From an optimization exercise on the open Yosys and OpenROAD flow, aimed at small area, a short achievable clock period and few clock cycles per item; shortcuts taken in it are not production practice.
Function was not checked in any run shown here: the RTL went through the layout flow alone.

[flow/design.v]
module arctan #
	(
		parameter integer C_S00_AXIS_TDATA_WIDTH	= 32,
		parameter integer C_M00_AXIS_TDATA_WIDTH	= 32,
    parameter integer ITERATIONS = 16
	)
	(
		input wire  s00_axis_aclk, s00_axis_aresetn,
		input wire  s00_axis_tlast, s00_axis_tvalid,
		input wire [C_S00_AXIS_TDATA_WIDTH-1 : 0] s00_axis_tdata,
		input wire [(C_S00_AXIS_TDATA_WIDTH/8)-1: 0] s00_axis_tstrb,
		output logic  s00_axis_tready,
		input wire  m00_axis_aclk, m00_axis_aresetn,
		input wire  m00_axis_tready,
		output logic  m00_axis_tvalid, m00_axis_tlast,
		output logic [C_M00_AXIS_TDATA_WIDTH-1 : 0] m00_axis_tdata,
		output logic [(C_M00_AXIS_TDATA_WIDTH/8)-1: 0] m00_axis_tstrb
	);
  logic sv;   
  logic ov;   
  wire adv = ~sv;
  assign s00_axis_tready = adv;
  wire signed [15:0] x_in = s00_axis_tdata[15:0];
  wire signed [15:0] y_in = s00_axis_tdata[31:16];
  logic s0_v;
  logic [4:0] s0_side;
  logic signed [15:0] s0_x, s0_y;
  logic [1:0] s0_q;
  logic [0:0] s0_b;
  logic s1_v;
  logic [4:0] s1_side;
  logic signed [15:0] s1_x, s1_y;
  logic [1:0] s1_q;
  logic [1:0] s1_b;
  logic s2_v;
  logic [4:0] s2_side;
  logic signed [15:0] s2_x, s2_y;
  logic [1:0] s2_q;
  logic [2:0] s2_b;
  logic s3_v;
  logic [4:0] s3_side;
  logic signed [15:0] s3_x, s3_y;
  logic [1:0] s3_q;
  logic [3:0] s3_b;
  logic s4_v;
  logic [4:0] s4_side;
  logic signed [15:0] s4_x, s4_y;
  logic [1:0] s4_q;
  logic [4:0] s4_b;
  logic s5_v;
  logic [4:0] s5_side;
  logic signed [15:0] s5_x, s5_y;
  logic [1:0] s5_q;
  logic [5:0] s5_b;
  logic s6_v;
  logic [4:0] s6_side;
  logic signed [15:0] s6_x, s6_y;
  logic [1:0] s6_q;
  logic [6:0] s6_b;
  logic s7_v;
  logic [4:0] s7_side;
  logic signed [15:0] s7_x, s7_y;
  logic [1:0] s7_q;
  logic [7:0] s7_b;
  logic s8_v;
  logic [4:0] s8_side;
  logic signed [15:0] s8_x, s8_y;
  logic [1:0] s8_q;
  logic [8:0] s8_b;
  logic s9_v;
  logic [4:0] s9_side;
  logic signed [15:0] s9_x, s9_y;
  logic [1:0] s9_q;
  logic [9:0] s9_b;
  logic s10_v;
  logic [4:0] s10_side;
  logic signed [15:0] s10_x, s10_y;
  logic [1:0] s10_q;
  logic [10:0] s10_b;
  logic s11_v;
  logic [4:0] s11_side;
  logic signed [15:0] s11_x, s11_y;
  logic [1:0] s11_q;
  logic [11:0] s11_b;
  logic s12_v;
  logic [4:0] s12_side;
  logic signed [15:0] s12_x, s12_y;
  logic [1:0] s12_q;
  logic [12:0] s12_b;
  logic s13_v;
  logic [4:0] s13_side;
  logic signed [15:0] s13_x, s13_y;
  logic signed [18:0] s13_kk;
  logic [1:0] s13_q;
  logic [13:0] s13_b;
  logic s14_v;
  logic [4:0] s14_side;
  logic signed [18:0] s14_r;
  logic signed [4:0] s14_pc;
  logic [1:0] s14_bl;
  wire c0_neg = x_in[15];
  wire c0_yneg = y_in[15];
  logic signed [15:0] c0_xf, c0_yf;
  assign c0_xf = (x_in ^ {16{c0_neg}}) + 16'(c0_neg);
  assign c0_yf = (y_in ^ {16{c0_neg}}) + 16'(c0_neg);
  wire c0_dn0 = ~c0_yf[15];   
  logic [0:0] c0_b;
  assign c0_b = {c0_dn0};
  always_ff @(posedge s00_axis_aclk) begin
    if (s00_axis_aresetn == 1'b0) s0_v <= 1'b0;
    else if (adv) s0_v <= s00_axis_tvalid;
  end
  always_ff @(posedge s00_axis_aclk) begin
    if (adv) begin
      s0_x <= c0_xf;
      s0_y <= c0_yf;
      s0_q <= {c0_neg, c0_yneg};
      s0_b <= c0_b;
      s0_side <= {s00_axis_tlast, s00_axis_tstrb};
    end
  end
  wire c1_d0 = s0_b[0];   
  logic signed [15:0] c1_x1, c1_y1;
  logic signed [15:0] c1_x1_op;
  assign c1_x1_op = (s0_y >>> 0);
  logic [16:0] c1_x1_s;
  assign c1_x1_s = {s0_x, 1'b1} + {c1_x1_op ^ {16{s0_y[15]}}, s0_y[15]};
  assign c1_x1 = c1_x1_s[16:1];
  logic signed [15:0] c1_y1_op;
  assign c1_y1_op = (s0_x >>> 0);
  logic [16:0] c1_y1_s;
  assign c1_y1_s = {s0_y, 1'b1} + {c1_y1_op ^ {16{c1_d0}}, c1_d0};
  assign c1_y1 = c1_y1_s[16:1];
  wire c1_dn1 = ~c1_y1[15];   
  logic [1:0] c1_b;
  assign c1_b = {c1_dn1, s0_b};
  always_ff @(posedge s00_axis_aclk) begin
    if (s00_axis_aresetn == 1'b0) s1_v <= 1'b0;
    else if (adv) s1_v <= s0_v;
  end
  always_ff @(posedge s00_axis_aclk) begin
    if (adv) begin
      s1_x <= c1_x1;
      s1_y <= c1_y1;
      s1_q <= s0_q;
      s1_b <= c1_b;
      s1_side <= s0_side;
    end
  end
  wire c2_d1 = s1_b[1];   
  logic signed [15:0] c2_x2, c2_y2;
  logic signed [15:0] c2_x2_op;
  assign c2_x2_op = (s1_y >>> 1);
  logic [16:0] c2_x2_s;
  assign c2_x2_s = {s1_x, 1'b1} + {c2_x2_op ^ {16{s1_y[15]}}, s1_y[15]};
  assign c2_x2 = c2_x2_s[16:1];
  logic signed [15:0] c2_y2_op;
  assign c2_y2_op = (s1_x >>> 1);
  logic [16:0] c2_y2_s;
  assign c2_y2_s = {s1_y, 1'b1} + {c2_y2_op ^ {16{c2_d1}}, c2_d1};
  assign c2_y2 = c2_y2_s[16:1];
  wire c2_dn2 = ~c2_y2[15];   
  logic [2:0] c2_b;
  assign c2_b = {c2_dn2, s1_b};
  always_ff @(posedge s00_axis_aclk) begin
    if (s00_axis_aresetn == 1'b0) s2_v <= 1'b0;
    else if (adv) s2_v <= s1_v;
  end
  always_ff @(posedge s00_axis_aclk) begin
    if (adv) begin
      s2_x <= c2_x2;
      s2_y <= c2_y2;
      s2_q <= s1_q;
      s2_b <= c2_b;
      s2_side <= s1_side;
    end
  end
  wire c3_d2 = s2_b[2];   
  logic signed [15:0] c3_x3, c3_y3;
  logic signed [15:0] c3_x3_op;
  assign c3_x3_op = (s2_y >>> 2);
  logic [16:0] c3_x3_s;
  assign c3_x3_s = {s2_x, 1'b1} + {c3_x3_op ^ {16{s2_y[15]}}, s2_y[15]};
  assign c3_x3 = c3_x3_s[16:1];
  logic signed [15:0] c3_y3_op;
  assign c3_y3_op = (s2_x >>> 2);
  logic [16:0] c3_y3_s;
  assign c3_y3_s = {s2_y, 1'b1} + {c3_y3_op ^ {16{c3_d2}}, c3_d2};
  assign c3_y3 = c3_y3_s[16:1];
  wire c3_dn3 = ~c3_y3[15];   
  logic [3:0] c3_b;
  assign c3_b = {c3_dn3, s2_b};
  always_ff @(posedge s00_axis_aclk) begin
    if (s00_axis_aresetn == 1'b0) s3_v <= 1'b0;
    else if (adv) s3_v <= s2_v;
  end
  always_ff @(posedge s00_axis_aclk) begin
    if (adv) begin
      s3_x <= c3_x3;
      s3_y <= c3_y3;
      s3_q <= s2_q;
      s3_b <= c3_b;
      s3_side <= s2_side;
    end
  end
  wire c4_d3 = s3_b[3];   
  logic signed [15:0] c4_x4, c4_y4;
  logic signed [15:0] c4_x4_op;
  assign c4_x4_op = (s3_y >>> 3);
  logic [16:0] c4_x4_s;
  assign c4_x4_s = {s3_x, 1'b1} + {c4_x4_op ^ {16{s3_y[15]}}, s3_y[15]};
  assign c4_x4 = c4_x4_s[16:1];
  logic signed [15:0] c4_y4_op;
  assign c4_y4_op = (s3_x >>> 3);
  logic [16:0] c4_y4_s;
  assign c4_y4_s = {s3_y, 1'b1} + {c4_y4_op ^ {16{c4_d3}}, c4_d3};
  assign c4_y4 = c4_y4_s[16:1];
  wire c4_dn4 = ~c4_y4[15];   
  logic [4:0] c4_b;
  assign c4_b = {c4_dn4, s3_b};
  always_ff @(posedge s00_axis_aclk) begin
    if (s00_axis_aresetn == 1'b0) s4_v <= 1'b0;
    else if (adv) s4_v <= s3_v;
  end
  always_ff @(posedge s00_axis_aclk) begin
    if (adv) begin
      s4_x <= c4_x4;
      s4_y <= c4_y4;
      s4_q <= s3_q;
      s4_b <= c4_b;
      s4_side <= s3_side;
    end
  end
  wire c5_d4 = s4_b[4];   
  logic signed [15:0] c5_x5, c5_y5;
  logic signed [15:0] c5_x5_op;
  assign c5_x5_op = (s4_y >>> 4);
  logic [16:0] c5_x5_s;
  assign c5_x5_s = {s4_x, 1'b1} + {c5_x5_op ^ {16{s4_y[15]}}, s4_y[15]};
  assign c5_x5 = c5_x5_s[16:1];
  logic signed [15:0] c5_y5_op;
  assign c5_y5_op = (s4_x >>> 4);
  logic [16:0] c5_y5_s;
  assign c5_y5_s = {s4_y, 1'b1} + {c5_y5_op ^ {16{c5_d4}}, c5_d4};
  assign c5_y5 = c5_y5_s[16:1];
  wire c5_dn5 = ~c5_y5[15];   
  logic [5:0] c5_b;
  assign c5_b = {c5_dn5, s4_b};
  always_ff @(posedge s00_axis_aclk) begin
    if (s00_axis_aresetn == 1'b0) s5_v <= 1'b0;
    else if (adv) s5_v <= s4_v;
  end
  always_ff @(posedge s00_axis_aclk) begin
    if (adv) begin
      s5_x <= c5_x5;
      s5_y <= c5_y5;
      s5_q <= s4_q;
      s5_b <= c5_b;
      s5_side <= s4_side;
    end
  end
  wire c6_d5 = s5_b[5];   
  logic signed [15:0] c6_x6, c6_y6;
  logic signed [15:0] c6_x6_op;
  assign c6_x6_op = (s5_y >>> 5);
  logic [16:0] c6_x6_s;
  assign c6_x6_s = {s5_x, 1'b1} + {c6_x6_op ^ {16{s5_y[15]}}, s5_y[15]};
  assign c6_x6 = c6_x6_s[16:1];
  logic signed [15:0] c6_y6_op;
  assign c6_y6_op = (s5_x >>> 5);
  logic [16:0] c6_y6_s;
  assign c6_y6_s = {s5_y, 1'b1} + {c6_y6_op ^ {16{c6_d5}}, c6_d5};
  assign c6_y6 = c6_y6_s[16:1];
  wire c6_dn6 = ~c6_y6[15];   
  logic [6:0] c6_b;
  assign c6_b = {c6_dn6, s5_b};
  always_ff @(posedge s00_axis_aclk) begin
    if (s00_axis_aresetn == 1'b0) s6_v <= 1'b0;
    else if (adv) s6_v <= s5_v;
  end
  always_ff @(posedge s00_axis_aclk) begin
    if (adv) begin
      s6_x <= c6_x6;
      s6_y <= c6_y6;
      s6_q <= s5_q;
      s6_b <= c6_b;
      s6_side <= s5_side;
    end
  end
  wire c7_d6 = s6_b[6];   
  logic signed [15:0] c7_x7, c7_y7;
  logic signed [15:0] c7_x7_op;
  assign c7_x7_op = (s6_y >>> 6);
  logic [16:0] c7_x7_s;
  assign c7_x7_s = {s6_x, 1'b1} + {c7_x7_op ^ {16{s6_y[15]}}, s6_y[15]};
  assign c7_x7 = c7_x7_s[16:1];
  logic signed [15:0] c7_y7_op;
  assign c7_y7_op = (s6_x >>> 6);
  logic [16:0] c7_y7_s;
  assign c7_y7_s = {s6_y, 1'b1} + {c7_y7_op ^ {16{c7_d6}}, c7_d6};
  assign c7_y7 = c7_y7_s[16:1];
  wire c7_dn7 = ~c7_y7[15];   
  logic [7:0] c7_b;
  assign c7_b = {c7_dn7, s6_b};
  always_ff @(posedge s00_axis_aclk) begin
    if (s00_axis_aresetn == 1'b0) s7_v <= 1'b0;
    else if (adv) s7_v <= s6_v;
  end
  always_ff @(posedge s00_axis_aclk) begin
    if (adv) begin
      s7_x <= c7_x7;
      s7_y <= c7_y7;
      s7_q <= s6_q;
      s7_b <= c7_b;
      s7_side <= s6_side;
    end
  end
  wire c8_d7 = s7_b[7];   
  logic signed [15:0] c8_x8, c8_y8;
  logic signed [15:0] c8_x8_op;
  assign c8_x8_op = (s7_y >>> 7);
  logic [16:0] c8_x8_s;
  assign c8_x8_s = {s7_x, 1'b1} + {c8_x8_op ^ {16{s7_y[15]}}, s7_y[15]};
  assign c8_x8 = c8_x8_s[16:1];
  logic signed [15:0] c8_y8_op;
  assign c8_y8_op = (s7_x >>> 7);
  logic [16:0] c8_y8_s;
  assign c8_y8_s = {s7_y, 1'b1} + {c8_y8_op ^ {16{c8_d7}}, c8_d7};
  assign c8_y8 = c8_y8_s[16:1];
  wire c8_dn8 = ~c8_y8[15];   
  logic [8:0] c8_b;
  assign c8_b = {c8_dn8, s7_b};
  always_ff @(posedge s00_axis_aclk) begin
    if (s00_axis_aresetn == 1'b0) s8_v <= 1'b0;
    else if (adv) s8_v <= s7_v;
  end
  always_ff @(posedge s00_axis_aclk) begin
    if (adv) begin
      s8_x <= c8_x8;
      s8_y <= c8_y8;
      s8_q <= s7_q;
      s8_b <= c8_b;
      s8_side <= s7_side;
    end
  end
  wire c9_d8 = s8_b[8];   
  logic signed [15:0] c9_x9, c9_y9;
  logic signed [15:0] c9_x9_op;
  assign c9_x9_op = (s8_y >>> 8);
  logic [16:0] c9_x9_s;
  assign c9_x9_s = {s8_x, 1'b1} + {c9_x9_op ^ {16{s8_y[15]}}, s8_y[15]};
  assign c9_x9 = c9_x9_s[16:1];
  logic signed [15:0] c9_y9_op;
  assign c9_y9_op = (s8_x >>> 8);
  logic [16:0] c9_y9_s;
  assign c9_y9_s = {s8_y, 1'b1} + {c9_y9_op ^ {16{c9_d8}}, c9_d8};
  assign c9_y9 = c9_y9_s[16:1];
  wire c9_dn9 = ~c9_y9[15];   
  logic [9:0] c9_b;
  assign c9_b = {c9_dn9, s8_b};
  always_ff @(posedge s00_axis_aclk) begin
    if (s00_axis_aresetn == 1'b0) s9_v <= 1'b0;
    else if (adv) s9_v <= s8_v;
  end
  always_ff @(posedge s00_axis_aclk) begin
    if (adv) begin
      s9_x <= c9_x9;
      s9_y <= c9_y9;
      s9_q <= s8_q;
      s9_b <= c9_b;
      s9_side <= s8_side;
    end
  end
  wire c10_d9 = s9_b[9];   
  logic signed [15:0] c10_x10, c10_y10;
  logic signed [15:0] c10_x10_op;
  assign c10_x10_op = (s9_y >>> 9);
  logic [16:0] c10_x10_s;
  assign c10_x10_s = {s9_x, 1'b1} + {c10_x10_op ^ {16{s9_y[15]}}, s9_y[15]};
  assign c10_x10 = c10_x10_s[16:1];
  logic signed [15:0] c10_y10_op;
  assign c10_y10_op = (s9_x >>> 9);
  logic [16:0] c10_y10_s;
  assign c10_y10_s = {s9_y, 1'b1} + {c10_y10_op ^ {16{c10_d9}}, c10_d9};
  assign c10_y10 = c10_y10_s[16:1];
  wire c10_dn10 = ~c10_y10[15];   
  logic [10:0] c10_b;
  assign c10_b = {c10_dn10, s9_b};
  always_ff @(posedge s00_axis_aclk) begin
    if (s00_axis_aresetn == 1'b0) s10_v <= 1'b0;
    else if (adv) s10_v <= s9_v;
  end
  always_ff @(posedge s00_axis_aclk) begin
    if (adv) begin
      s10_x <= c10_x10;
      s10_y <= c10_y10;
      s10_q <= s9_q;
      s10_b <= c10_b;
      s10_side <= s9_side;
    end
  end
  wire c11_d10 = s10_b[10];   
  logic signed [15:0] c11_x11, c11_y11;
  logic signed [15:0] c11_x11_op;
  assign c11_x11_op = (s10_y >>> 10);
  logic [16:0] c11_x11_s;
  assign c11_x11_s = {s10_x, 1'b1} + {c11_x11_op ^ {16{s10_y[15]}}, s10_y[15]};
  assign c11_x11 = c11_x11_s[16:1];
  logic signed [15:0] c11_y11_op;
  assign c11_y11_op = (s10_x >>> 10);
  logic [16:0] c11_y11_s;
  assign c11_y11_s = {s10_y, 1'b1} + {c11_y11_op ^ {16{c11_d10}}, c11_d10};
  assign c11_y11 = c11_y11_s[16:1];
  wire c11_dn11 = ~c11_y11[15];   
  logic [11:0] c11_b;
  assign c11_b = {c11_dn11, s10_b};
  always_ff @(posedge s00_axis_aclk) begin
    if (s00_axis_aresetn == 1'b0) s11_v <= 1'b0;
    else if (adv) s11_v <= s10_v;
  end
  always_ff @(posedge s00_axis_aclk) begin
    if (adv) begin
      s11_x <= c11_x11;
      s11_y <= c11_y11;
      s11_q <= s10_q;
      s11_b <= c11_b;
      s11_side <= s10_side;
    end
  end
  wire c12_d11 = s11_b[11];   
  logic signed [15:0] c12_x12, c12_y12;
  logic signed [15:0] c12_x12_op;
  assign c12_x12_op = (s11_y >>> 11);
  logic [16:0] c12_x12_s;
  assign c12_x12_s = {s11_x, 1'b1} + {c12_x12_op ^ {16{s11_y[15]}}, s11_y[15]};
  assign c12_x12 = c12_x12_s[16:1];
  logic signed [15:0] c12_y12_op;
  assign c12_y12_op = (s11_x >>> 11);
  logic [16:0] c12_y12_s;
  assign c12_y12_s = {s11_y, 1'b1} + {c12_y12_op ^ {16{c12_d11}}, c12_d11};
  assign c12_y12 = c12_y12_s[16:1];
  wire c12_dn12 = ~c12_y12[15];   
  logic [12:0] c12_b;
  assign c12_b = {c12_dn12, s11_b};
  always_ff @(posedge s00_axis_aclk) begin
    if (s00_axis_aresetn == 1'b0) s12_v <= 1'b0;
    else if (adv) s12_v <= s11_v;
  end
  always_ff @(posedge s00_axis_aclk) begin
    if (adv) begin
      s12_x <= c12_x12;
      s12_y <= c12_y12;
      s12_q <= s11_q;
      s12_b <= c12_b;
      s12_side <= s11_side;
    end
  end
  wire c13_d12 = s12_b[12];   
  logic signed [15:0] c13_x13, c13_y13;
  logic signed [15:0] c13_x13_op;
  assign c13_x13_op = (s12_y >>> 12);
  logic [16:0] c13_x13_s;
  assign c13_x13_s = {s12_x, 1'b1} + {c13_x13_op ^ {16{s12_y[15]}}, s12_y[15]};
  assign c13_x13 = c13_x13_s[16:1];
  logic signed [15:0] c13_y13_op;
  assign c13_y13_op = (s12_x >>> 12);
  logic [16:0] c13_y13_s;
  assign c13_y13_s = {s12_y, 1'b1} + {c13_y13_op ^ {16{c13_d12}}, c13_d12};
  assign c13_y13 = c13_y13_s[16:1];
  logic signed [18:0] c13_k, c13_kc;
  logic [18:0] c13_kt;
  assign c13_kc = s12_q[1] ? (s12_q[0] ? -19'sd160052 : 19'sd45834) : -19'sd57109;
  assign c13_kt = (s12_b[4] ? (s12_b[3] ? (s12_b[2] ? (s12_b[1] ? (s12_b[0] ? 19'd110146 : 19'd58676) : (s12_b[0] ? 19'd79762 : 19'd28292)) : (s12_b[1] ? (s12_b[0] ? 19'd94092 : 19'd42622) : (s12_b[0] ? 19'd63708 : 19'd12238))) : (s12_b[2] ? (s12_b[1] ? (s12_b[0] ? 19'd101998 : 19'd50528) : (s12_b[0] ? 19'd71614 : 19'd20144)) : (s12_b[1] ? (s12_b[0] ? 19'd85944 : 19'd34474) : (s12_b[0] ? 19'd55560 : 19'd4090)))) : (s12_b[3] ? (s12_b[2] ? (s12_b[1] ? (s12_b[0] ? 19'd106056 : 19'd54586) : (s12_b[0] ? 19'd75672 : 19'd24202)) : (s12_b[1] ? (s12_b[0] ? 19'd90002 : 19'd38532) : (s12_b[0] ? 19'd59618 : 19'd8148))) : (s12_b[2] ? (s12_b[1] ? (s12_b[0] ? 19'd97908 : 19'd46438) : (s12_b[0] ? 19'd67524 : 19'd16054)) : (s12_b[1] ? (s12_b[0] ? 19'd81854 : 19'd30384) : (s12_b[0] ? 19'd51470 : 19'd0)))));
  assign c13_k = c13_kc + c13_kt;
  wire c13_dn13 = ~c13_y13[15];   
  logic [13:0] c13_b;
  assign c13_b = {c13_dn13, s12_b};
  always_ff @(posedge s00_axis_aclk) begin
    if (s00_axis_aresetn == 1'b0) s13_v <= 1'b0;
    else if (adv) s13_v <= s12_v;
  end
  always_ff @(posedge s00_axis_aclk) begin
    if (adv) begin
      s13_x <= c13_x13;
      s13_y <= c13_y13;
      s13_kk <= c13_k;
      s13_q <= s12_q;
      s13_b <= c13_b;
      s13_side <= s12_side;
    end
  end
  wire c14_d13 = s13_b[13];   
  logic signed [15:0] c14_y14;
  logic signed [15:0] c14_y14_op;
  assign c14_y14_op = (s13_x >>> 13);
  logic [16:0] c14_y14_s;
  assign c14_y14_s = {s13_y, 1'b1} + {c14_y14_op ^ {16{c14_d13}}, c14_d13};
  assign c14_y14 = c14_y14_s[16:1];
  wire c14_d14 = ~c14_y14[15];   
  logic signed [18:0] c14_k;
  assign c14_k = s13_kk;
  logic [18:0] c14_bv;
  assign c14_bv = {1'b0, 1'b0, 1'b0, 1'b0, 1'b0, 1'b0, 1'b0, s13_b[5], s13_b[6], s13_b[7], s13_b[8], s13_b[9], s13_b[10], s13_b[11], s13_b[12], 1'b0, 1'b0, 1'b0, 1'b0};
  logic signed [18:0] c14_r;
  logic [8:0] c14_lo;
  assign c14_lo = {1'b0, c14_k[11:4]} + {1'b0, c14_bv[11:4]};
  logic [6:0] c14_h0, c14_h1;
  assign c14_h0 = c14_k[18:12];
  assign c14_h1 = c14_k[18:12] + 7'd1;
  assign c14_r = {c14_lo[8] ? c14_h1 : c14_h0, c14_lo[7:0], c14_k[3:0]};
  logic [1:0] c14_pc1_0;
  assign c14_pc1_0 = {1'b0, s13_b[5]} + {1'b0, s13_b[6]};
  logic [1:0] c14_pc1_1;
  assign c14_pc1_1 = {1'b0, s13_b[7]} + {1'b0, s13_b[8]};
  logic [1:0] c14_pc1_2;
  assign c14_pc1_2 = {1'b0, s13_b[9]} + {1'b0, s13_b[10]};
  logic [1:0] c14_pc1_3;
  assign c14_pc1_3 = {1'b0, s13_b[11]} + {1'b0, s13_b[12]};
  logic [2:0] c14_pc2_4;
  assign c14_pc2_4 = {1'b0, c14_pc1_0} + {1'b0, c14_pc1_1};
  logic [2:0] c14_pc2_5;
  assign c14_pc2_5 = {1'b0, c14_pc1_2} + {1'b0, c14_pc1_3};
  logic [3:0] c14_pc3_6;
  assign c14_pc3_6 = {1'b0, c14_pc2_4} + {1'b0, c14_pc2_5};
  logic [3:0] c14_pc;
  assign c14_pc = 4'(c14_pc3_6);
  logic signed [4:0] c14_t;
  assign c14_t = {3'b000, s13_b[13], s13_b[13]} - {1'b0, c14_pc};
  logic [14:0] c14_b;
  assign c14_b = {c14_d14, s13_b};
  always_ff @(posedge s00_axis_aclk) begin
    if (s00_axis_aresetn == 1'b0) s14_v <= 1'b0;
    else if (adv) s14_v <= s13_v;
  end
  always_ff @(posedge s00_axis_aclk) begin
    if (adv) begin
      s14_r <= c14_r;
      s14_pc <= c14_t;
      s14_bl <= c14_b[14:13];
      s14_side <= s13_side;
    end
  end
  logic signed [18:0] c15_ph;
  logic [18:0] c15_su;
  assign c15_su = {s14_r[18:1], 1'b1} + {18'(s14_pc), s14_bl[1]};
  assign c15_ph = {c15_su[18:1], s14_r[0]};
      logic signed [18:0] o_ph, k_ph;
      logic [4:0] o_side, k_side;
      wire push = adv & s14_v;
      wire load_o = m00_axis_tready | ~ov;
      always_ff @(posedge s00_axis_aclk) begin
        if (s00_axis_aresetn == 1'b0) begin
          ov <= 1'b0;
          sv <= 1'b0;
        end else if (load_o) begin
          ov <= sv | push;
          sv <= 1'b0;
        end else begin
          sv <= sv | push;
        end
      end
      always_ff @(posedge s00_axis_aclk) begin
        if (load_o) begin
          o_ph <= sv ? k_ph : c15_ph;
          o_side <= sv ? k_side : s14_side;
        end
        if (adv) begin
          k_ph <= c15_ph;
          k_side <= s14_side;
        end
      end
      assign m00_axis_tvalid = ov;
      assign m00_axis_tdata = {{(C_M00_AXIS_TDATA_WIDTH-19){o_ph[18]}}, o_ph};
      assign m00_axis_tlast = o_side[4];
      assign m00_axis_tstrb = o_side[3:0];
    endmodule
[flow/run.sh]
#!/bin/bash
# synth_recipe.tcl (not shown) runs the flow's synth.tcl, then flattens the netlist and writes it again
# the make line also repeats each setting of config.mk as NAME=value (left out here)
make -C /OpenROAD-flow-scripts/flow DESIGN_CONFIG=/design/flow/config.mk WORK_HOME=/design/flow/orfs CLKGATE_MAP_FILE= SYNTH_SCRIPT=/design/flow/synth_recipe.tcl finish
[flow/config.mk]
export PLATFORM = sky130hd
export DESIGN_NAME = arctan
export DESIGN_NICKNAME = arctan
export VERILOG_FILES = /design/flow/design.v
export SDC_FILE = /design/flow/constraint.sdc
export NUM_CORES = 4
export LEC_CHECK = 0
export ABC_AREA = 1
export CAP_MARGIN = 20
export CORE_MARGIN = 2
export CORE_UTILIZATION = 40
export SETUP_SLACK_MARGIN = 2.3
export SLEW_MARGIN = 20
[flow/constraint.sdc]
create_clock -name core_clock -period 5.0 [get_ports {s00_axis_aclk}]
set_input_delay 1.0000 -clock core_clock [delete_from_list [all_inputs] [get_ports {s00_axis_aclk}]]
set_output_delay 1.0000 -clock core_clock [all_outputs]
set_load 0.01 [all_outputs]
==> results of run 1 <==
-- path summary, 6_finish.rpt --
path	cells past startpoint	from	end	slack, ns
max	7	s13_b[13]	s14_pc[2]	2.21
min reg2reg	0	s5_q[0]	s6_q[0]	0.39
min	0	s5_q[0]	s6_q[0]	0.39
max reg2reg	7	s13_b[13]	s14_pc[2]	2.21
-- routing by layer --
layer  routed length [µm]  global-route usage, %
met1                42300                   20.1
met4                 2300                   4.38
met3                 2980                   2.29
met2                47200                   28.3
met5                    0                      0
-- registers in the layout, summed over array words and instances (netlist names), 19 cells and up --
signal and count:
s14_r 19, s13_kk 19, o_ph 19, k_ph 19
-- synth_stat cells (2+ instances only) --
library cell,n
a21boi_0,17
o211ai_1,9
or2_2,4
clkbuf_1,12
nand2_1,1007
nor4_1,19
nor3_2,3
a21oi_1,320
a31oi_1,10
dfxtp_1,41
inv_2,2
inv_1,445
nor3b_1,3
o21ai_0,177
clkinv_1,2
buf_4,29
o21bai_2,2
o211a_1,2
xor2_2,3
edfxtp_1,702
a21o_1,40
nor2_1,266
buf_1,7
nand4_1,40
buf_2,22
o21a_1,9
o21ai_1,18
xor2_1,565
o21ai_2,4
a221oi_1,15
a211oi_1,23
fa_1,9
o21bai_1,38
nor3_1,37
nand3b_1,19
o221ai_1,2
buf_12,2
and3_1,4
ha_1,388
nor2_2,4
nand3_1,247
xnor2_1,120
-- through the flow --
step           util, %  worst slack (ns)  std cells  hold WS [ns]
6_report          46.4              2.21       6504         0.386
5_1_grt           46.4              2.12       6504         0.397
3_5_place_dp      42.3              1.65       6227         0.405
3_3_place_gp      42.3              1.64       6227         0.400
4_1_cts           45.6              2.16       6449         0.380
2_1_floorplan        -              1.92       4700         0.400
-- final cells by class --
cell class	instances	area (µm²)	share of cell area [%]
timing repair inverter	1	16.3	0.0307
sequential	743	21900	41.4
tap	1512	1890	3.57
timing repair buffer	209	1940	3.66
clock buffer	100	2180	4.12
inverter	449	1720	3.25
multi-input combinational	3435	22600	42.6
clock inverter	55	741	1.40
-- cell families after synthesis --
kind of cell,after synthesis,share of synthesized area [%]
multiplexers,2,0.0463
AND/OR/NAND/NOR,1656,15.0
XOR/XNOR,689,13.2
adder cells (fa/ha/maj),397,11.0
buffers and inverters,522,4.65
flip-flops,743,47.7
AO/OA/AOI/OAI,691,8.55
-- worst max-delay path, cell delays in order (launching register included) --
cell,delay [ns]
edfxtp_1,0.50
fa_2,0.38
fa_1,0.46
fa_1,0.50
ha_1,0.15
inv_1,0.05
fa_1,0.47
inv_1,0.03
-- what timing repair did --
| item | 4_1_cts | 5_1_grt |
|---|---|---|
| pin swaps | 7 | 33 |
| setup buffers | 66 | 55 |
| gates resized for setup | 50 | 121 |
| gates cloned | 1 | 0 |
| endpoints found under the setup margin | 317 | 95 |
==> results.json, run 1 <==
{
  "worstPathRequired_ns": 5.42,
  "wl_per_cell_um": 14.6,
  "syn_area_mm2": 0.0460,
  "grtUsageTotal_pct": 15.9,
  "drcViolationCount": 0,
  "synth-edff-count": 702,
  "yosys_most_used_dff": "edfxtp_1",
  "start_kind": "flop",
  "synthTopCellsByArea": "edfxtp_1, xor2_1, ha_1",
  "clk_path_buf_depth": 3,
  "vias_per_cell": 4.88,
  "syn2layout_area_growth_pct": 15.2,
  "core_mm2": 0.114,
  "end_kind": "flop",
  "max_slew_margin_pct": 33.8,
  "finalWeightedCongestion": 0.880,
  "ys_seq_area_share_pct": 47.7,
  "num-fill-cells": 10800,
  "hold_viol_final": 0,
  "syn-instance-count": 4700,
  "period_share_pct": 55.8,
  "die_w_um": 343,
  "dp_hpwl_mm": 70.4,
  "fin_setup_tns_ns": 0,
  "tightest_slew_ns": 0.991,
  "routed_wl_mm": 94.8,
  "synth_seq_cells": 743,
  "grt_pass1_wl_mm": 153,
  "insertion_delay_ns": 0.69,
  "critPathKind": "reg -> reg",
  "async_reset_ff_share_pct": 0,
  "mostFrequentLayoutCells": "nand2_1, edfxtp_1, xor2_1",
  "cts_hold_buf": 0,
  "rsz0062_at_grt": "yes",
  "mappedNetlistNets": 5140,
  "grt_start_max_net_pins": 166,
  "initial_core_util_pct": 40.3,
  "final_max_slew_viol_count": 0,
  "io_pins": 82,
  "clock-sinks": 743,
  "cts_tree": "yes",
  "timing.fmax_ghz": 0.358,
  "setup_viol": 0,
  "placed_area_mm2": 0.0483,
  "post-route-min-period_ns": 2.79,
  "yosys.area.top_type_share_pct": 45.9,
  "ctsHtreeMaxLevel": 3,
  "layout_commonest_cell": "nand2_1",
  "synthDistinctLibCells": 54,
  "grt_overflow_total": 0,
  "crit_arrival_ns": 3.21,
  "finClkSkew_ns": 0.0385,
  "antenna_cells": 0,
  "die_area_mm2": 0.118,
  "route.antenna.remaining_nets": 0,
  "fp.dieH_um": 343,
  "drv_cap": 0,
  "yosys.area.top_type": "edfxtp_1",
  "fin_area_mm2": 0.0530,
  "drive_above_1_share_pct": 7.65,
  "cts_root_buf": "clkbuf_16",
  "rows": 124,
  "first_iter_violations": 1648,
  "synth.avg_cell_area_um2": 9.78,
  "outcome": "complete, no violations",
  "clk_pin_slew_ns": 0.06,
  "cts_buffers": 85,
  "cp_max_fo": 3,
  "dr.pass1.iters": 6,
  "hold_path_class": "reg -> reg",
  "vias": 31800,
  "yosysWarnings": 1,
  "antenna_found_initial": 0,
  "grt_pass1_vias": 30100,
  "fin_nets": 5364,
  "place.port_buffers": 79
}
==> inputs of run 2 (changes only) <==
--- a/flow/design.v
+++ b/flow/design.v
@@ -16,9 +16,8 @@
 		output logic [C_M00_AXIS_TDATA_WIDTH-1 : 0] m00_axis_tdata,
 		output logic [(C_M00_AXIS_TDATA_WIDTH/8)-1: 0] m00_axis_tstrb
 	);
-  logic sv;   
   logic ov;   
-  wire adv = ~sv;
+  wire adv = m00_axis_tready | ~ov;
   assign s00_axis_tready = adv;
   wire signed [15:0] x_in = s00_axis_tdata[15:0];
   wire signed [15:0] y_in = s00_axis_tdata[31:16];
@@ -90,7 +89,7 @@
   logic s13_v;
   logic [4:0] s13_side;
   logic signed [15:0] s13_x, s13_y;
-  logic signed [18:0] s13_kk;
+  logic [17:0] s13_kt;
   logic [1:0] s13_q;
   logic [13:0] s13_b;
   logic s14_v;
@@ -467,11 +466,8 @@
   logic [16:0] c13_y13_s;
   assign c13_y13_s = {s12_y, 1'b1} + {c13_y13_op ^ {16{c13_d12}}, c13_d12};
   assign c13_y13 = c13_y13_s[16:1];
-  logic signed [18:0] c13_k, c13_kc;
-  logic [18:0] c13_kt;
-  assign c13_kc = s12_q[1] ? (s12_q[0] ? -19'sd160052 : 19'sd45834) : -19'sd57109;
-  assign c13_kt = (s12_b[4] ? (s12_b[3] ? (s12_b[2] ? (s12_b[1] ? (s12_b[0] ? 19'd110146 : 19'd58676) : (s12_b[0] ? 19'd79762 : 19'd28292)) : (s12_b[1] ? (s12_b[0] ? 19'd94092 : 19'd42622) : (s12_b[0] ? 19'd63708 : 19'd12238))) : (s12_b[2] ? (s12_b[1] ? (s12_b[0] ? 19'd101998 : 19'd50528) : (s12_b[0] ? 19'd71614 : 19'd20144)) : (s12_b[1] ? (s12_b[0] ? 19'd85944 : 19'd34474) : (s12_b[0] ? 19'd55560 : 19'd4090)))) : (s12_b[3] ? (s12_b[2] ? (s12_b[1] ? (s12_b[0] ? 19'd106056 : 19'd54586) : (s12_b[0] ? 19'd75672 : 19'd24202)) : (s12_b[1] ? (s12_b[0] ? 19'd90002 : 19'd38532) : (s12_b[0] ? 19'd59618 : 19'd8148))) : (s12_b[2] ? (s12_b[1] ? (s12_b[0] ? 19'd97908 : 19'd46438) : (s12_b[0] ? 19'd67524 : 19'd16054)) : (s12_b[1] ? (s12_b[0] ? 19'd81854 : 19'd30384) : (s12_b[0] ? 19'd51470 : 19'd0)))));
-  assign c13_k = c13_kc + c13_kt;
+  logic [17:0] c13_kt;
+  assign c13_kt = (s12_b[4] ? (s12_b[3] ? (s12_b[2] ? (s12_b[1] ? (s12_b[0] ? 18'd110146 : 18'd58676) : (s12_b[0] ? 18'd79762 : 18'd28292)) : (s12_b[1] ? (s12_b[0] ? 18'd94092 : 18'd42622) : (s12_b[0] ? 18'd63708 : 18'd12238))) : (s12_b[2] ? (s12_b[1] ? (s12_b[0] ? 18'd101998 : 18'd50528) : (s12_b[0] ? 18'd71614 : 18'd20144)) : (s12_b[1] ? (s12_b[0] ? 18'd85944 : 18'd34474) : (s12_b[0] ? 18'd55560 : 18'd4090)))) : (s12_b[3] ? (s12_b[2] ? (s12_b[1] ? (s12_b[0] ? 18'd106056 : 18'd54586) : (s12_b[0] ? 18'd75672 : 18'd24202)) : (s12_b[1] ? (s12_b[0] ? 18'd90002 : 18'd38532) : (s12_b[0] ? 18'd59618 : 18'd8148))) : (s12_b[2] ? (s12_b[1] ? (s12_b[0] ? 18'd97908 : 18'd46438) : (s12_b[0] ? 18'd67524 : 18'd16054)) : (s12_b[1] ? (s12_b[0] ? 18'd81854 : 18'd30384) : (s12_b[0] ? 18'd51470 : 18'd0)))));
   wire c13_dn13 = ~c13_y13[15];   
   logic [13:0] c13_b;
   assign c13_b = {c13_dn13, s12_b};
@@ -483,7 +479,7 @@
     if (adv) begin
       s13_x <= c13_x13;
       s13_y <= c13_y13;
-      s13_kk <= c13_k;
+      s13_kt <= c13_kt;
       s13_q <= s12_q;
       s13_b <= c13_b;
       s13_side <= s12_side;
@@ -497,33 +493,14 @@
   assign c14_y14_s = {s13_y, 1'b1} + {c14_y14_op ^ {16{c14_d13}}, c14_d13};
   assign c14_y14 = c14_y14_s[16:1];
   wire c14_d14 = ~c14_y14[15];   
-  logic signed [18:0] c14_k;
-  assign c14_k = s13_kk;
+  logic signed [18:0] c14_kc;
+  assign c14_kc = s13_q[1] ? (s13_q[0] ? -19'sd160052 : 19'sd45834) : -19'sd57109;
   logic [18:0] c14_bv;
   assign c14_bv = {1'b0, 1'b0, 1'b0, 1'b0, 1'b0, 1'b0, 1'b0, s13_b[5], s13_b[6], s13_b[7], s13_b[8], s13_b[9], s13_b[10], s13_b[11], s13_b[12], 1'b0, 1'b0, 1'b0, 1'b0};
   logic signed [18:0] c14_r;
-  logic [8:0] c14_lo;
-  assign c14_lo = {1'b0, c14_k[11:4]} + {1'b0, c14_bv[11:4]};
-  logic [6:0] c14_h0, c14_h1;
-  assign c14_h0 = c14_k[18:12];
-  assign c14_h1 = c14_k[18:12] + 7'd1;
-  assign c14_r = {c14_lo[8] ? c14_h1 : c14_h0, c14_lo[7:0], c14_k[3:0]};
-  logic [1:0] c14_pc1_0;
-  assign c14_pc1_0 = {1'b0, s13_b[5]} + {1'b0, s13_b[6]};
-  logic [1:0] c14_pc1_1;
-  assign c14_pc1_1 = {1'b0, s13_b[7]} + {1'b0, s13_b[8]};
-  logic [1:0] c14_pc1_2;
-  assign c14_pc1_2 = {1'b0, s13_b[9]} + {1'b0, s13_b[10]};
-  logic [1:0] c14_pc1_3;
-  assign c14_pc1_3 = {1'b0, s13_b[11]} + {1'b0, s13_b[12]};
-  logic [2:0] c14_pc2_4;
-  assign c14_pc2_4 = {1'b0, c14_pc1_0} + {1'b0, c14_pc1_1};
-  logic [2:0] c14_pc2_5;
-  assign c14_pc2_5 = {1'b0, c14_pc1_2} + {1'b0, c14_pc1_3};
-  logic [3:0] c14_pc3_6;
-  assign c14_pc3_6 = {1'b0, c14_pc2_4} + {1'b0, c14_pc2_5};
-  logic [3:0] c14_pc;
-  assign c14_pc = 4'(c14_pc3_6);
+  assign c14_r = c14_kc + {1'b0, s13_kt} + c14_bv;
+  logic [3:0] c14_pc;   
+  assign c14_pc = 4'(s13_b[5]) + 4'(s13_b[6]) + 4'(s13_b[7]) + 4'(s13_b[8]) + 4'(s13_b[9]) + 4'(s13_b[10]) + 4'(s13_b[11]) + 4'(s13_b[12]);
   logic signed [4:0] c14_t;
   assign c14_t = {3'b000, s13_b[13], s13_b[13]} - {1'b0, c14_pc};
   logic [14:0] c14_b;
@@ -544,33 +521,20 @@
   logic [18:0] c15_su;
   assign c15_su = {s14_r[18:1], 1'b1} + {18'(s14_pc), s14_bl[1]};
   assign c15_ph = {c15_su[18:1], s14_r[0]};
-      logic signed [18:0] o_ph, k_ph;
-      logic [4:0] o_side, k_side;
-      wire push = adv & s14_v;
-      wire load_o = m00_axis_tready | ~ov;
-      always_ff @(posedge s00_axis_aclk) begin
-        if (s00_axis_aresetn == 1'b0) begin
-          ov <= 1'b0;
-          sv <= 1'b0;
-        end else if (load_o) begin
-          ov <= sv | push;
-          sv <= 1'b0;
-        end else begin
-          sv <= sv | push;
-        end
-      end
-      always_ff @(posedge s00_axis_aclk) begin
-        if (load_o) begin
-          o_ph <= sv ? k_ph : c15_ph;
-          o_side <= sv ? k_side : s14_side;
-        end
-        if (adv) begin
-          k_ph <= c15_ph;
-          k_side <= s14_side;
-        end
-      end
-      assign m00_axis_tvalid = ov;
-      assign m00_axis_tdata = {{(C_M00_AXIS_TDATA_WIDTH-19){o_ph[18]}}, o_ph};
-      assign m00_axis_tlast = o_side[4];
-      assign m00_axis_tstrb = o_side[3:0];
-    endmodule
+  logic signed [18:0] o_ph;
+  logic [4:0] o_side;
+  always_ff @(posedge s00_axis_aclk) begin
+    if (s00_axis_aresetn == 1'b0) ov <= 1'b0;
+    else if (adv) ov <= s14_v;
+  end
+  always_ff @(posedge s00_axis_aclk) begin
+    if (adv) begin
+      o_ph <= c15_ph;
+      o_side <= s14_side;
+    end
+  end
+  assign m00_axis_tvalid = ov;
+  assign m00_axis_tdata = {{(C_M00_AXIS_TDATA_WIDTH-19){o_ph[18]}}, o_ph};
+  assign m00_axis_tlast = o_side[4];
+  assign m00_axis_tstrb = o_side[3:0];
+endmodule
--- a/flow/config.mk
+++ b/flow/config.mk
@@ -9,5 +9,5 @@
 export CAP_MARGIN = 20
 export CORE_MARGIN = 2
 export CORE_UTILIZATION = 40
-export SETUP_SLACK_MARGIN = 2.3
+export SETUP_SLACK_MARGIN = 1.7
 export SLEW_MARGIN = 20
==> results.json, run 2 <==
{
  "cp_max_fo": 49,
  "yosys.area.top_type": "edfxtp_1",
  "synth-edff-count": 702,
  "clk_path_buf_depth": 3,
  "mappedNetlistNets": 5918,
  "max_slew_margin_pct": 28.8,
  "rows": 126,
  "antenna_cells": 0,
  "ctsHtreeMaxLevel": 3,
  "reg_top3": "o_ph: 19 flops, s14_r: 19 flops",
  "timing.fmax_ghz": 0.314,
  "finClkSkew_ns": 0.0680,
  "grt_pass1_vias": 32900,
  "ys_seq_area_share_pct": 44.8,
  "synthTopCellsByArea": "edfxtp_1, nand2_1, ha_1",
  "synthMostInstantiatedCell": "nand2_1",
  "hold_depth": 0,
  "syn_area_mm2": 0.0478,
  "period_share_pct": 63.8,
  "rsz0062_at_grt": "no",
  "hold_path_class": "reg -> reg",
  "initial_core_util_pct": 40.4,
  "cts_tree": "yes",
  "drv_cap": 0,
  "synthDistinctLibCells": 44,
  "die_w_um": 350,
  "async_reset_ff_share_pct": 0,
  "hold_viol_final": 0,
  "dp_hpwl_mm": 80.3,
  "fp.dieH_um": 350,
  "dr.pass1.iters": 6,
  "syn2layout_area_growth_pct": 11.3,
  "cts_buffers": 85,
  "clock-sinks": 718,
  "core_mm2": 0.118,
  "clk_pin_slew_ns": 0.05,
  "yosysWarnings": 1,
  "insertion_delay_ns": 0.67,
  "layout_commonest_cell": "nand2_1",
  "critPathKind": "in -> out",
  "tightest_slew_ns": 1.07,
  "yosys.area.top_type_share_pct": 44.1,
  "setup_viol": 0,
  "syn-instance-count": 5476,
  "rrSetupSlack_ns": 1.96,
  "vias_per_cell": 4.92,
  "synth_common_cells": "nand2_1, edfxtp_1, inv_1, xor2_1, nor2_1",
  "mostFrequentLayoutCells": "nand2_1, edfxtp_1, inv_1",
  "drcViolationCount": 0,
  "r2r_cells": 8,
  "io_pins": 82,
  "yosys_most_used_dff": "edfxtp_1",
  "grt_start_max_net_pins": 159,
  "place.port_buffers": 79,
  "drive_above_1_share_pct": 3.20,
  "vias": 35400,
  "outcome": "complete, no violations",
  "fin_setup_tns_ns": 0,
  "cts_hold_buf": 0,
  "grt_pass1_wl_mm": 168,
  "final.setup.worst_slack_ns": 1.81,
  "synth.avg_cell_area_um2": 8.72,
  "first_iter_violations": 2189,
  "synth_seq_cells": 718,
  "start_kind": "primary input",
  "fin_nets": 6025,
  "end_kind": "output pin",
  "routed_wl_mm": 104,
  "place_worst_setup_slack_ns": 1.24,
  "grt_overflow_total": 0,
  "finalWeightedCongestion": 0.890,
  "crit_arrival_ns": 2.19,
  "grtUsageTotal_pct": 16.9,
  "die_area_mm2": 0.122,
  "post-route-min-period_ns": 3.19,
  "worstPathRequired_ns": 4.00,
  "route.antenna.remaining_nets": 0,
  "wl_per_cell_um": 14.5,
  "final_max_slew_viol_count": 0,
  "cts_root_buf": "clkbuf_16",
  "antenna_found_initial": 0
}
## run 2: cell types whose count changed in the layout (fill, tap and decap cells not counted), moves of 70 or more
cell	change
xnor2_1	-70
nand2_1	+641
buf_4	-105
nor2_1	+138
inv_1	+131
nand3_1	+136
## run 2: cells by family after synthesis
group | share of synthesized area (%)
xor gates and xnor gates | 10.4
AOI/OAI and AO/OA | 6.46
DFF | 44.8
and+or+nand+nor | 22.3
buffers and inverters | 5.34
adders and majority gates | 10.7
## run 2: per-stage QoR
| stage | std cells | hold WS [ns] | util, % | cell area [µm²] |
|---|---|---|---|---|
| after floorplan | 5476 | 0.400 | - | 47800 |
| after global placement | 7030 | 0.400 | 42.4 | 50200 |
| after detailed placement | 7030 | 0.405 | 42.4 | 50200 |
| after CTS | 7190 | 0.414 | 44.9 | 53100 |
| after global routing | 7191 | 0.419 | 45.0 | 53200 |
| final | 7191 | 0.412 | 45.0 | 53200 |
## run 2: worst max-delay path, cell delays in order
cell and delay [ns]:
clkdlybuf4s50_1 0.44, nor2_4 0.24, inv_12 0.13, clkdlybuf4s15_2 0.32
## run 2: worst paths after layout
path                     endpoint             from
setup reg to reg          s9_b[9]          s8_b[8]
setup / recovery  s00_axis_tready  m00_axis_tready
hold reg to reg         o_side[0]      s14_side[0]
hold / removal          o_side[0]      s14_side[0]
## run 2: metal layers
metal | global-route usage [%] | vias to the layer above | wire, µm
met4 | 5.07 | 0 | 2510
li1 | - | 18500 | -
met3 | 2.45 | 156 | 4270
met2 | 27.8 | 596 | 47900
met5 | 0 | - | 0
met1 | 23.1 | 16100 | 49700
## run 2: cell type report
cell class / instances / area (µm²)
multi-input cells: 4120 / 23800
inverters: 570 / 2150
repair buffers: 88 / 905
well taps: 1536 / 1920
fillers: 11400 / 65100
clock inverters: 56 / 718
flip-flops and latches: 718 / 21400
clock buffers: 103 / 2220
## run 2: repair_timing
action,in CTS,in global routing
pin swaps,1,0
endpoints found under the hold margin,0,0
endpoints found under the setup margin,1,5
buffers inserted,1,0
gates resized for setup,4,3
==> inputs of run 3 (changes only) <==
--- a/flow/design.v
+++ b/flow/design.v
@@ -19,8 +19,6 @@
   logic ov;   
   wire adv = m00_axis_tready | ~ov;
   assign s00_axis_tready = adv;
-  wire signed [15:0] x_in = s00_axis_tdata[15:0];
-  wire signed [15:0] y_in = s00_axis_tdata[31:16];
   logic s0_v;
   logic [4:0] s0_side;
   logic signed [15:0] s0_x, s0_y;
@@ -89,7 +87,7 @@
   logic s13_v;
   logic [4:0] s13_side;
   logic signed [15:0] s13_x, s13_y;
-  logic [17:0] s13_kt;
+  logic signed [18:0] s13_kk;
   logic [1:0] s13_q;
   logic [13:0] s13_b;
   logic s14_v;
@@ -97,11 +95,11 @@
   logic signed [18:0] s14_r;
   logic signed [4:0] s14_pc;
   logic [1:0] s14_bl;
-  wire c0_neg = x_in[15];
-  wire c0_yneg = y_in[15];
+  wire c0_neg = s00_axis_tdata[15:0][15];
+  wire c0_yneg = s00_axis_tdata[31:16][15];
   logic signed [15:0] c0_xf, c0_yf;
-  assign c0_xf = (x_in ^ {16{c0_neg}}) + 16'(c0_neg);
-  assign c0_yf = (y_in ^ {16{c0_neg}}) + 16'(c0_neg);
+  assign c0_xf = (s00_axis_tdata[15:0] ^ {16{c0_neg}}) + 16'(c0_neg);
+  assign c0_yf = (s00_axis_tdata[31:16] ^ {16{c0_neg}}) + 16'(c0_neg);
   wire c0_dn0 = ~c0_yf[15];   
   logic [0:0] c0_b;
   assign c0_b = {c0_dn0};
@@ -466,8 +464,8 @@
   logic [16:0] c13_y13_s;
   assign c13_y13_s = {s12_y, 1'b1} + {c13_y13_op ^ {16{c13_d12}}, c13_d12};
   assign c13_y13 = c13_y13_s[16:1];
-  logic [17:0] c13_kt;
-  assign c13_kt = (s12_b[4] ? (s12_b[3] ? (s12_b[2] ? (s12_b[1] ? (s12_b[0] ? 18'd110146 : 18'd58676) : (s12_b[0] ? 18'd79762 : 18'd28292)) : (s12_b[1] ? (s12_b[0] ? 18'd94092 : 18'd42622) : (s12_b[0] ? 18'd63708 : 18'd12238))) : (s12_b[2] ? (s12_b[1] ? (s12_b[0] ? 18'd101998 : 18'd50528) : (s12_b[0] ? 18'd71614 : 18'd20144)) : (s12_b[1] ? (s12_b[0] ? 18'd85944 : 18'd34474) : (s12_b[0] ? 18'd55560 : 18'd4090)))) : (s12_b[3] ? (s12_b[2] ? (s12_b[1] ? (s12_b[0] ? 18'd106056 : 18'd54586) : (s12_b[0] ? 18'd75672 : 18'd24202)) : (s12_b[1] ? (s12_b[0] ? 18'd90002 : 18'd38532) : (s12_b[0] ? 18'd59618 : 18'd8148))) : (s12_b[2] ? (s12_b[1] ? (s12_b[0] ? 18'd97908 : 18'd46438) : (s12_b[0] ? 18'd67524 : 18'd16054)) : (s12_b[1] ? (s12_b[0] ? 18'd81854 : 18'd30384) : (s12_b[0] ? 18'd51470 : 18'd0)))));
+  logic signed [18:0] c13_k;
+  assign c13_k = (s12_q[1] ? (s12_q[0] ? (s12_b[4] ? (s12_b[3] ? (s12_b[2] ? (s12_b[1] ? (s12_b[0] ? -19'sd49906 : -19'sd101376) : (s12_b[0] ? -19'sd80290 : -19'sd131760)) : (s12_b[1] ? (s12_b[0] ? -19'sd65960 : -19'sd117430) : (s12_b[0] ? -19'sd96344 : -19'sd147814))) : (s12_b[2] ? (s12_b[1] ? (s12_b[0] ? -19'sd58054 : -19'sd109524) : (s12_b[0] ? -19'sd88438 : -19'sd139908)) : (s12_b[1] ? (s12_b[0] ? -19'sd74108 : -19'sd125578) : (s12_b[0] ? -19'sd104492 : -19'sd155962)))) : (s12_b[3] ? (s12_b[2] ? (s12_b[1] ? (s12_b[0] ? -19'sd53996 : -19'sd105466) : (s12_b[0] ? -19'sd84380 : -19'sd135850)) : (s12_b[1] ? (s12_b[0] ? -19'sd70050 : -19'sd121520) : (s12_b[0] ? -19'sd100434 : -19'sd151904))) : (s12_b[2] ? (s12_b[1] ? (s12_b[0] ? -19'sd62144 : -19'sd113614) : (s12_b[0] ? -19'sd92528 : -19'sd143998)) : (s12_b[1] ? (s12_b[0] ? -19'sd78198 : -19'sd129668) : (s12_b[0] ? -19'sd108582 : -19'sd160052))))) : (s12_b[4] ? (s12_b[3] ? (s12_b[2] ? (s12_b[1] ? (s12_b[0] ? 19'sd155980 : 19'sd104510) : (s12_b[0] ? 19'sd125596 : 19'sd74126)) : (s12_b[1] ? (s12_b[0] ? 19'sd139926 : 19'sd88456) : (s12_b[0] ? 19'sd109542 : 19'sd58072))) : (s12_b[2] ? (s12_b[1] ? (s12_b[0] ? 19'sd147832 : 19'sd96362) : (s12_b[0] ? 19'sd117448 : 19'sd65978)) : (s12_b[1] ? (s12_b[0] ? 19'sd131778 : 19'sd80308) : (s12_b[0] ? 19'sd101394 : 19'sd49924)))) : (s12_b[3] ? (s12_b[2] ? (s12_b[1] ? (s12_b[0] ? 19'sd151890 : 19'sd100420) : (s12_b[0] ? 19'sd121506 : 19'sd70036)) : (s12_b[1] ? (s12_b[0] ? 19'sd135836 : 19'sd84366) : (s12_b[0] ? 19'sd105452 : 19'sd53982))) : (s12_b[2] ? (s12_b[1] ? (s12_b[0] ? 19'sd143742 : 19'sd92272) : (s12_b[0] ? 19'sd113358 : 19'sd61888)) : (s12_b[1] ? (s12_b[0] ? 19'sd127688 : 19'sd76218) : (s12_b[0] ? 19'sd97304 : 19'sd45834)))))) : (s12_b[4] ? (s12_b[3] ? (s12_b[2] ? (s12_b[1] ? (s12_b[0] ? 19'sd53037 : 19'sd1567) : (s12_b[0] ? 19'sd22653 : -19'sd28817)) : (s12_b[1] ? (s12_b[0] ? 19'sd36983 : -19'sd14487) : (s12_b[0] ? 19'sd6599 : -19'sd44871))) : (s12_b[2] ? (s12_b[1] ? (s12_b[0] ? 19'sd44889 : -19'sd6581) : (s12_b[0] ? 19'sd14505 : -19'sd36965)) : (s12_b[1] ? (s12_b[0] ? 19'sd28835 : -19'sd22635) : (s12_b[0] ? -19'sd1549 : -19'sd53019)))) : (s12_b[3] ? (s12_b[2] ? (s12_b[1] ? (s12_b[0] ? 19'sd48947 : -19'sd2523) : (s12_b[0] ? 19'sd18563 : -19'sd32907)) : (s12_b[1] ? (s12_b[0] ? 19'sd32893 : -19'sd18577) : (s12_b[0] ? 19'sd2509 : -19'sd48961))) : (s12_b[2] ? (s12_b[1] ? (s12_b[0] ? 19'sd40799 : -19'sd10671) : (s12_b[0] ? 19'sd10415 : -19'sd41055)) : (s12_b[1] ? (s12_b[0] ? 19'sd24745 : -19'sd26725) : (s12_b[0] ? -19'sd5639 : -19'sd57109))))));
   wire c13_dn13 = ~c13_y13[15];   
   logic [13:0] c13_b;
   assign c13_b = {c13_dn13, s12_b};
@@ -479,7 +477,7 @@
     if (adv) begin
       s13_x <= c13_x13;
       s13_y <= c13_y13;
-      s13_kt <= c13_kt;
+      s13_kk <= c13_k;
       s13_q <= s12_q;
       s13_b <= c13_b;
       s13_side <= s12_side;
@@ -493,16 +491,21 @@
   assign c14_y14_s = {s13_y, 1'b1} + {c14_y14_op ^ {16{c14_d13}}, c14_d13};
   assign c14_y14 = c14_y14_s[16:1];
   wire c14_d14 = ~c14_y14[15];   
-  logic signed [18:0] c14_kc;
-  assign c14_kc = s13_q[1] ? (s13_q[0] ? -19'sd160052 : 19'sd45834) : -19'sd57109;
+  logic signed [18:0] c14_k;
+  assign c14_k = s13_kk;
   logic [18:0] c14_bv;
   assign c14_bv = {1'b0, 1'b0, 1'b0, 1'b0, 1'b0, 1'b0, 1'b0, s13_b[5], s13_b[6], s13_b[7], s13_b[8], s13_b[9], s13_b[10], s13_b[11], s13_b[12], 1'b0, 1'b0, 1'b0, 1'b0};
   logic signed [18:0] c14_r;
-  assign c14_r = c14_kc + {1'b0, s13_kt} + c14_bv;
+  logic [8:0] c14_lo;
+  assign c14_lo = {1'b0, c14_k[11:4]} + {1'b0, c14_bv[11:4]};
+  logic [6:0] c14_h0, c14_h1;
+  assign c14_h0 = c14_k[18:12];
+  assign c14_h1 = c14_k[18:12] + 7'd1;
+  assign c14_r = {c14_lo[8] ? c14_h1 : c14_h0, c14_lo[7:0], c14_k[3:0]};
   logic [3:0] c14_pc;   
   assign c14_pc = 4'(s13_b[5]) + 4'(s13_b[6]) + 4'(s13_b[7]) + 4'(s13_b[8]) + 4'(s13_b[9]) + 4'(s13_b[10]) + 4'(s13_b[11]) + 4'(s13_b[12]);
   logic signed [4:0] c14_t;
-  assign c14_t = {3'b000, s13_b[13], s13_b[13]} - {1'b0, c14_pc};
+  assign c14_t = $signed({3'b000, s13_b[13], s13_b[13]}) - $signed({1'b0, c14_pc});
   logic [14:0] c14_b;
   assign c14_b = {c14_d14, s13_b};
   always_ff @(posedge s00_axis_aclk) begin
--- a/flow/config.mk
+++ b/flow/config.mk
@@ -5,7 +5,6 @@
 export SDC_FILE = /design/flow/constraint.sdc
 export NUM_CORES = 4
 export LEC_CHECK = 0
-export ABC_AREA = 1
 export CAP_MARGIN = 20
 export CORE_MARGIN = 2
 export CORE_UTILIZATION = 40
==> results.json, run 3 <==
{
  "drive_above_1_share_pct": 6.40,
  "fin_area_mm2": 0.0499,
  "ys_seq_area_share_pct": 47.5,
  "cts_buffers": 85,
  "insertion_delay_ns": 0.67,
  "fin_nets": 4457,
  "crit_start": "s9_b[9]",
  "clk_path_buf_depth": 3,
  "ctsHtreeMaxLevel": 3,
  "synthMostInstantiatedCell": "edfxtp_1",
  "hold_path_class": "reg -> reg",
  "worstPathRequired_ns": 5.39,
  "place.port_buffers": 79,
  "final.setup.worst_slack_ns": 1.84,
  "critPathKind": "reg -> reg",
  "core_mm2": 0.110,
  "synth-edff-count": 690,
  "synthTopCellsByArea": "edfxtp_1, ha_1, xor2_1",
  "min-delay-start": "s9_side[1]",
  "die_area_mm2": 0.113,
  "yosys.area.top_type_share_pct": 46.8,
  "first_iter_violations": 1574,
  "vias": 28800,
  "layout_commonest_cell": "edfxtp_1",
  "finClkSkew_ns": 0.0337,
  "synth_common_cells": "edfxtp_1, xor2_1, ha_1, xnor2_1, a21oi_1",
  "synthDistinctLibCells": 101,
  "grt_start_max_net_pins": 192,
  "grtUsageTotal_pct": 15.1,
  "setup_viol": 0,
  "layoutNonFillerInstCount": 5584,
  "wl_per_cell_um": 15.4,
  "final_max_slew_viol_count": 0,
  "max_slew_margin_pct": 28.7,
  "start_kind": "flop",
  "fp.dieH_um": 337,
  "clk_pin_slew_ns": 0.06,
  "end_kind": "flop",
  "tightest_slew_ns": 1.07,
  "period_share_pct": 63.1,
  "yosys.area.top_type": "edfxtp_1",
  "yosysWarnings": 1,
  "r2r_cells": 10,
  "yosys_most_used_dff": "edfxtp_1",
  "reg_top3": "o_ph: 19 flops, s13_kk: 19 flops, s14_r: 19 flops",
  "place_worst_setup_slack_ns": 1.37,
  "dp_cells": 5371,
  "mappedNetlistNets": 4337,
  "dr.pass1.iters": 5,
  "r2r_start": "s9_b[9]",
  "async_reset_ff_share_pct": 0,
  "cp_max_fo": 7,
  "clock-sinks": 706,
  "routed_wl_mm": 86.2,
  "grt_pass1_wl_mm": 141,
  "mostFrequentLayoutCells": "edfxtp_1, xor2_1, ha_1",
  "antenna_cells": 0,
  "initial_core_util_pct": 40.2,
  "hold_depth": 0,
  "die_w_um": 337,
  "dp_hpwl_mm": 62.5,
  "synth.avg_cell_area_um2": 11.3,
  "outcome": "complete, no violations",
  "post-route-min-period_ns": 3.16,
  "hold_slack_ns": 0.409,
  "rows": 122,
  "antenna_found_initial": 0,
  "cts_hold_buf": 0,
  "synth_seq_cells": 706,
  "placed_area_mm2": 0.0465,
  "vias_per_cell": 5.16,
  "drcViolationCount": 0,
  "syn-instance-count": 3908,
  "syn2layout_area_growth_pct": 12.7,
  "route.antenna.remaining_nets": 0,
  "grt_overflow_total": 0,
  "hold_viol_final": 0,
  "grt_pass1_vias": 27800,
  "finalWeightedCongestion": 0.847,
  "cts_root_buf": "clkbuf_16",
  "cts_tree": "yes",
  "drv_cap": 0,
  "io_pins": 82,
  "timing.fmax_ghz": 0.317,
  "crit_arrival_ns": 3.55,
  "syn_area_mm2": 0.0443,
  "fin_setup_tns_ns": 0,
  "rsz0062_at_grt": "yes"
}
[run 3: repair_timing]
item	CTS	global route
endpoints found under the hold margin	0	0
resized for setup	5	5
setup endpoints to repair	24	34
gates cloned	1	0
setup buffers	25	32
[run 3: area by class of cell]
| type | count | area [µm²] |
|---|---|---|
| sequential | 706 | 21000 |
| timing repair buffer | 151 | 1410 |
| clock inverter | 56 | 628 |
| timing repair inverter | 1 | 8.76 |
| tap | 1488 | 1860 |
| multi-input combinational | 2918 | 22100 |
| inverter | 165 | 636 |
| fill | 10200 | 60300 |
| clock buffer | 99 | 2180 |
[run 3: worst max-delay path, stage by stage, from the launching register on]
cell,delay [ns]
edfxtp_1,0.52
buf_4,0.23
xor2_1,0.14
ha_1,0.33
and3_1,0.23
a221oi_2,0.34
a21oi_1,0.21
a311oi_2,0.35
o21ai_1,0.15
o41ai_2,0.24
xnor2_1,0.12
[run 3: stage by stage]
stage	util, %
after floorplan	-
after global placement	42.2
after detailed placement	42.2
after CTS	45.0
after global routing	45.3
final	45.3
[run 3: worst paths after layout]
kind | slack (ns) | to
setup / recovery | 1.84 | s10_y[14]
setup reg to reg | 1.84 | s10_y[14]
hold reg to reg | 0.41 | s10_side[1]
hold / removal | 0.41 | s10_side[1]
[run 3: kinds of logic after synthesis]
| family | share of synthesized area (%) |
|---|---|
| AO/OA/AOI/OAI | 14.9 |
| AND/OR/NAND/NOR | 9.11 |
| flip-flops | 47.5 |
| XOR/XNOR | 13.6 |
| adder cells (fa/ha/maj) | 11.0 |
| buffers and inverters | 2.60 |
| multiplexers | 1.16 |
[run 3: layer usage]
| layer | track usage, % | vias to the layer above | wire [µm] |
|---|---|---|---|
| li1 | - | 14700 | - |
| met1 | 18.3 | 13500 | 37900 |
| met2 | 27.3 | 428 | 43200 |
| met3 | 2.43 | 156 | 2860 |
| met4 | 4.51 | 0 | 2160 |
| met5 | 0 | - | 0 |

## re-timing with driven ports
In the flow no input, the clock included, has a driving cell. The finished layouts below were timed again as built, in two steps. Step 1: set_driving_cell puts a clkbuf_16 on s00_axis_aclk and a buf_2 on each other input, an assumption about the parent block. Step 2 moves the port delays by t, midway between the first and last clock arrival at a register: inputs arrive t later, outputs are due t later. That takes back most of the time a late clock gives input paths. a / b / c = ideal ports / drivers / drivers and shift; a / b = the first two.
run	t, ns	slack for setup (ns)	worst setup path at the end	slew at the worst register clock pin (ns)
run 1	0.738	2.210 / 2.210 / 1.893	input to register	0.07 / 0.07
run 2	0.712	1.812 / 1.790 / 1.433	input to register	0.07 / 0.07
run 3	0.712	1.844 / 1.825 / 1.350	input to register	0.06 / 0.06
After both steps every run listed still meets setup and hold. For run 3, which loses most, drivers alone change the setup slack by -0.019 ns; drivers and shift together by -0.494 ns.
